This design comes from an exercise in tuning for small area on the open sky130 flow, not from production work. Where RTL was checked, it was by simulation tests only, not by an equivalence proof against the original. No activity file was given, so power comes from the tool's default toggle rates.

## purple
==> flow/design.v (excerpt) <==
module UIController (
  input wire         Clock,
  input wire         Reset_n,
  input  wire [6:0]  REG,
  input  wire [9:0]  VALUE_D,
  output reg  [9:0]  VALUE_Q,
  input  wire        SET,
  input  wire        CLR,
  input  wire        INC,
  input  wire        DEC,
  output wire [8:0]  DISP_VMRK1,
  output wire [8:0]  DISP_VMRK2,
  output wire [8:0]  DISP_HMRK1,
  output wire [8:0]  DISP_HMRK2,
  output wire [1:0]  INPUT_SELECT,
  output wire [0:0]  ADC1_TDIV,
  output wire [1:0]  ADC1_VDIV,
  output wire [7:0]  ADC1_VSHIFT,
  output wire [13:0] ADC1_TRG_LVL,
  output wire [2:0]  ADC1_TRG_MODE,
  output wire [0:0]  ADC2_TDIV,
  output wire [1:0]  ADC2_VDIV,
  output wire [7:0]  ADC2_VSHIFT,
  output wire [13:0] ADC2_TRG_LVL,
  output wire [2:0]  ADC2_TRG_MODE,
  output wire [0:0]  DIG1_TDIV,
  output wire [7:0]  DIG1_VSHIFT,
  output wire [9:0]  DIG1_PAT,
  output wire [9:0]  DIG1_PDCC,
  output reg         DIG1_CFG,
  ...
clock: 10.0 ns
lec_check: 0
cap_margin: 20
core_margin: 2
core_utilization: 60
place_density: 0.7
slew_margin: 20
synth_hierarchical: 1
synth_minimum_keep_size: 0
standard.sh (not shown) runs the stock make flow with config.mk's settings and CLKGATE_MAP_FILE= SYNTH_SCRIPT=/design/flow/synth_recipe.tcl, a recipe that flattens the netlist after the stock synthesis.
==> flow/flow/run.sh <==
#!/bin/bash
# Standard layout, with the port buffers made from the smallest buffer and
# a clock tree of fewer, larger clusters without dummy loads.
set -euo pipefail
export BUFFER_PORTS_ARGS="-buffer_cell sky130_fd_sc_hd__buf_1"
export CTS_ARGS="-sink_clustering_enable -sink_clustering_size 14 -sink_clustering_max_diameter 60 -buf_list sky130_fd_sc_hd__clkbuf_8 -dont_use_dummy_load -repair_clock_nets"
bash standard.sh finish > standard.log 2>&1
The following lists how red was set up differently from purple:
# purple
export LEC_CHECK = 0
export CAP_MARGIN = 20
export CORE_MARGIN = 2
export CORE_UTILIZATION = 60
export PLACE_DENSITY = 0.7
export SLEW_MARGIN = 20
export SYNTH_HIERARCHICAL = 1
export SYNTH_MINIMUM_KEEP_SIZE = 0
create_clock -name core_clock -period 10.0 [get_ports {Clock}]
# red
export LEC_CHECK = 0
export CAP_MARGIN = 20
export CORE_MARGIN = 2
export CORE_UTILIZATION = 60
export GPL_TIMING_DRIVEN = 0
export PLACE_DENSITY = 0.7
export SLEW_MARGIN = 20
export SYNTH_HIERARCHICAL = 1
export SYNTH_MINIMUM_KEEP_SIZE = 0
create_clock -name core_clock -period 10.0 [get_ports {Clock}]
-- flow/flow/run.sh --
<<< purple, line 6
export CTS_ARGS="-sink_clustering_enable -sink_clustering_size 14 -sink_clustering_max_diameter 60 -buf_list sky130_fd_sc_hd__clkbuf_8 -dont_use_dummy_load -repair_clock_nets"
>>> red, line 6
export CTS_ARGS="-sink_clustering_enable -sink_clustering_size 10 -sink_clustering_max_diameter 50 -buf_list sky130_fd_sc_hd__clkbuf_4 -dont_use_dummy_load -repair_clock_nets"
### Flow results
In red the implementation completed, yet the final layout does not meet the checks, the culprit being negative setup slack.
red vs purple — setup slack dropped 0.24 ns.
Summary: with purple as the reference, via count of the first global-routing pass in red moved up slightly.
Summary of red over purple: data arrival time of the critical path now sits higher; first-pass GRT wire length was more or less identical; aggregate global-route resource usage has decreased.
Taking purple as the reference, in red count of input and output buffers now sits lower, utilization now sits higher, final critical-path share of the clock period now sits higher, sequential cell count now sits at about the same level.
No run of this note included a check of the RTL's function; only the layout flow was run.

========
UIController, a different RTL version from the one above (not shown whole).
Size: roughly 830 cells after synthesis, about 220 flip-flops, about 260 I/O pins, roughly 0.0099 mm^2 of cells after synthesis.
==> flow/config.mk <==
export PLATFORM = sky130hd
export DESIGN_NAME = UIController
export DESIGN_NICKNAME = UIController
export VERILOG_FILES = /design/flow/design.v
export SDC_FILE = /design/flow/constraint.sdc
export NUM_CORES = 4
export LEC_CHECK = 0
export CAP_MARGIN = 20
export CORE_MARGIN = 2
export CORE_UTILIZATION = 65
export GPL_TIMING_DRIVEN = 0
export PLACE_DENSITY = 0.75
export SLEW_MARGIN = 20
export SYNTH_HIERARCHICAL = 1
export SYNTH_MINIMUM_KEEP_SIZE = 0
==> flow/constraint.sdc <==
create_clock -name core_clock -period 10.0 [get_ports {Clock}]
set_input_delay 2.0000 -clock core_clock [delete_from_list [all_inputs] [get_ports {Clock}]]
set_output_delay 2.0000 -clock core_clock [all_outputs]
set_load 0.01 [all_outputs]
==> flow/flow/run.sh <==
#!/bin/bash
# Standard layout, with the port buffers made from the smallest buffer,
# a clock tree of larger clusters without dummy loads, and one tie cell
# for the constant outputs.
set -euo pipefail
export BUFFER_PORTS_ARGS="-buffer_cell sky130_fd_sc_hd__buf_1"
export CTS_ARGS="-sink_clustering_enable -sink_clustering_size 9 -sink_clustering_max_diameter 45 -buf_list sky130_fd_sc_hd__clkbuf_4 -dont_use_dummy_load -repair_clock_nets"
export SKIP_REPAIR_TIE_FANOUT=1
bash standard.sh finish > standard.log 2>&1
==> next run, changes <==
Settings changed: CAP_MARGIN 20 to 5, CORE_UTILIZATION 65 to 72, GPL_TIMING_DRIVEN 0 to not set, PLACE_DENSITY 0.75 to 0.8, SLEW_MARGIN 20 to 5.
=>
- The new run ran to the end with no violations
- design area is lower by 2.5%
- global-route usage is higher by 8.9 points
- synthesized area stays the same
- clock-buffer cell count is lower by 2
- combinational power is lower by about 1%
- worst setup slack improves by 0.31 ns
- worst hold slack improves by 0.0038 ns
- wire length is higher by 7.1%
- utilization is higher by 7.8 points
- die area is lower by 9.4%

========
Starting RTL as in the previous note.
export LEC_CHECK = 0
export CAP_MARGIN = 20
export CORE_MARGIN = 2
export CORE_UTILIZATION = 72
export PLACE_DENSITY = 0.8
export SLEW_MARGIN = 20
export SYNTH_HIERARCHICAL = 1
export SYNTH_MINIMUM_KEEP_SIZE = 0
create_clock -name core_clock -period 10.0 [get_ports {Clock}]
Scripts as last shown in full above: flow/flow/run.sh
The starting point went through all stages and came out clean.
Then changed:
==> flow/flow/run.sh (replaced) <==
#!/bin/bash
# Standard layout, with the port buffers made from the smallest buffer and
# a clock tree of fewer, larger clusters without dummy loads.
set -euo pipefail
export BUFFER_PORTS_ARGS="-buffer_cell sky130_fd_sc_hd__buf_1"
export CTS_ARGS="-sink_clustering_enable -sink_clustering_size 14 -sink_clustering_max_diameter 60 -buf_list sky130_fd_sc_hd__clkbuf_8 -dont_use_dummy_load -repair_clock_nets"
bash standard.sh finish > standard.log 2>&1
Settings changed: CORE_UTILIZATION 72 to 60, PLACE_DENSITY 0.8 to 0.7.
The new run finished clean.
Clock skew decreases by 59 ps.
Setup slack gets better by 120 ps.
Area after synthesis stays the same.
Hold slack loses 4.6 ps.
Sequential share of layout area is lower by 0.72 points.
Critical path depth stays the same.
Combinational power went down by about 4%.
Register-to-register slack is better by 100 ps.
Power goes up by 1.1%.
Via count came out lower by 7.0%.
Then changed:
==> flow/flow/run.sh (replaced) <==
#!/bin/bash
# Standard layout, with the port buffers made from the smallest buffer,
# a clock tree of larger clusters without dummy loads, and one tie cell
# for the constant outputs.
set -euo pipefail
export BUFFER_PORTS_ARGS="-buffer_cell sky130_fd_sc_hd__buf_1"
export CTS_ARGS="-sink_clustering_enable -sink_clustering_size 9 -sink_clustering_max_diameter 45 -buf_list sky130_fd_sc_hd__clkbuf_4 -dont_use_dummy_load -repair_clock_nets"
export SKIP_REPAIR_TIE_FANOUT=1
bash standard.sh finish > standard.log 2>&1
Settings changed: CORE_UTILIZATION 60 to 65, PLACE_DENSITY 0.7 to 0.75.
Area after synthesis does not change; maximum frequency decreases by 1.8%; setup slack got worse by 150 ps; routed wire length goes down by 1.3%; first-iteration DRC count goes up by 11%.
Then changed:
==> flow/flow/run.sh (replaced) <==
#!/bin/bash
# Standard layout, with the port buffers made from the smallest buffer and
# a clock tree of fewer, larger clusters without dummy loads.
set -euo pipefail
export BUFFER_PORTS_ARGS="-buffer_cell sky130_fd_sc_hd__buf_1"
export CTS_ARGS="-sink_clustering_enable -sink_clustering_size 14 -sink_clustering_max_diameter 60 -buf_list sky130_fd_sc_hd__clkbuf_8 -dont_use_dummy_load -repair_clock_nets"
bash standard.sh finish > standard.log 2>&1
Settings changed: CORE_UTILIZATION 65 to 60, GPL_TIMING_DRIVEN set to 0, PLACE_DENSITY 0.75 to 0.7.
Effect: Worst hold slack stays flat; count of clock-buffer cells in the layout fell by 10; final cell count rose by 2.8%; combinational power rose by about 5%; clock skew fell by 15 ps; via count fell by 1.8%.

[port drivers added, routing unchanged]
The results above use ideal ports. As a check the final layouts listed here were re-extracted and re-timed, cells and wires unchanged. Step 1 assumes that a clkbuf_16 drives the clock port and a buf_2 every other input. Step 2 times the ports against the registers' clock, not the clock port: input delays grow and output delays shrink by t, the midpoint of the rising clock arrivals with the driver on. a / b / c = ideal ports / drivers / drivers and shift; a / b = the first two.
run | shift t [ns] | setup slack, ns | worst hold slack (ns) | pins driven straight from the clock port
purple | 0.554 | 0.215 / 0.188 / 0.188 | 0.532 / 0.532 / 0.532 | 1
red | 0.686 | -0.028 / -0.079 / -0.079 | 0.532 / 0.532 / 0.532 | 1
the first run of note 2 | 0.701 | 1.483 / 1.435 / 1.435 | 0.532 / 0.532 / 0.532 | 1
the second run of note 2 | 0.695 | 1.789 / 1.756 / 1.756 | 0.535 / 0.535 / 0.535 | 1
the first run of note 3 | 0.695 | 1.794 / 1.761 / 1.761 | 0.538 / 0.538 / 0.538 | 1
the second run of note 3 | 0.552 | 1.919 / 1.897 / 1.897 | 0.534 / 0.534 / 0.534 | 1
the third run of note 3 | 0.699 | 1.772 / 1.717 / 1.717 | 0.525 / 0.525 / 0.525 | 1
the fourth run of note 3 | 0.556 | 1.494 / 1.425 / 1.425 | 0.525 / 0.525 / 0.525 | 1
For the fourth run of note 3, which loses most, drivers alone change the setup slack by -0.069 ns; drivers and shift together by -0.069 ns.
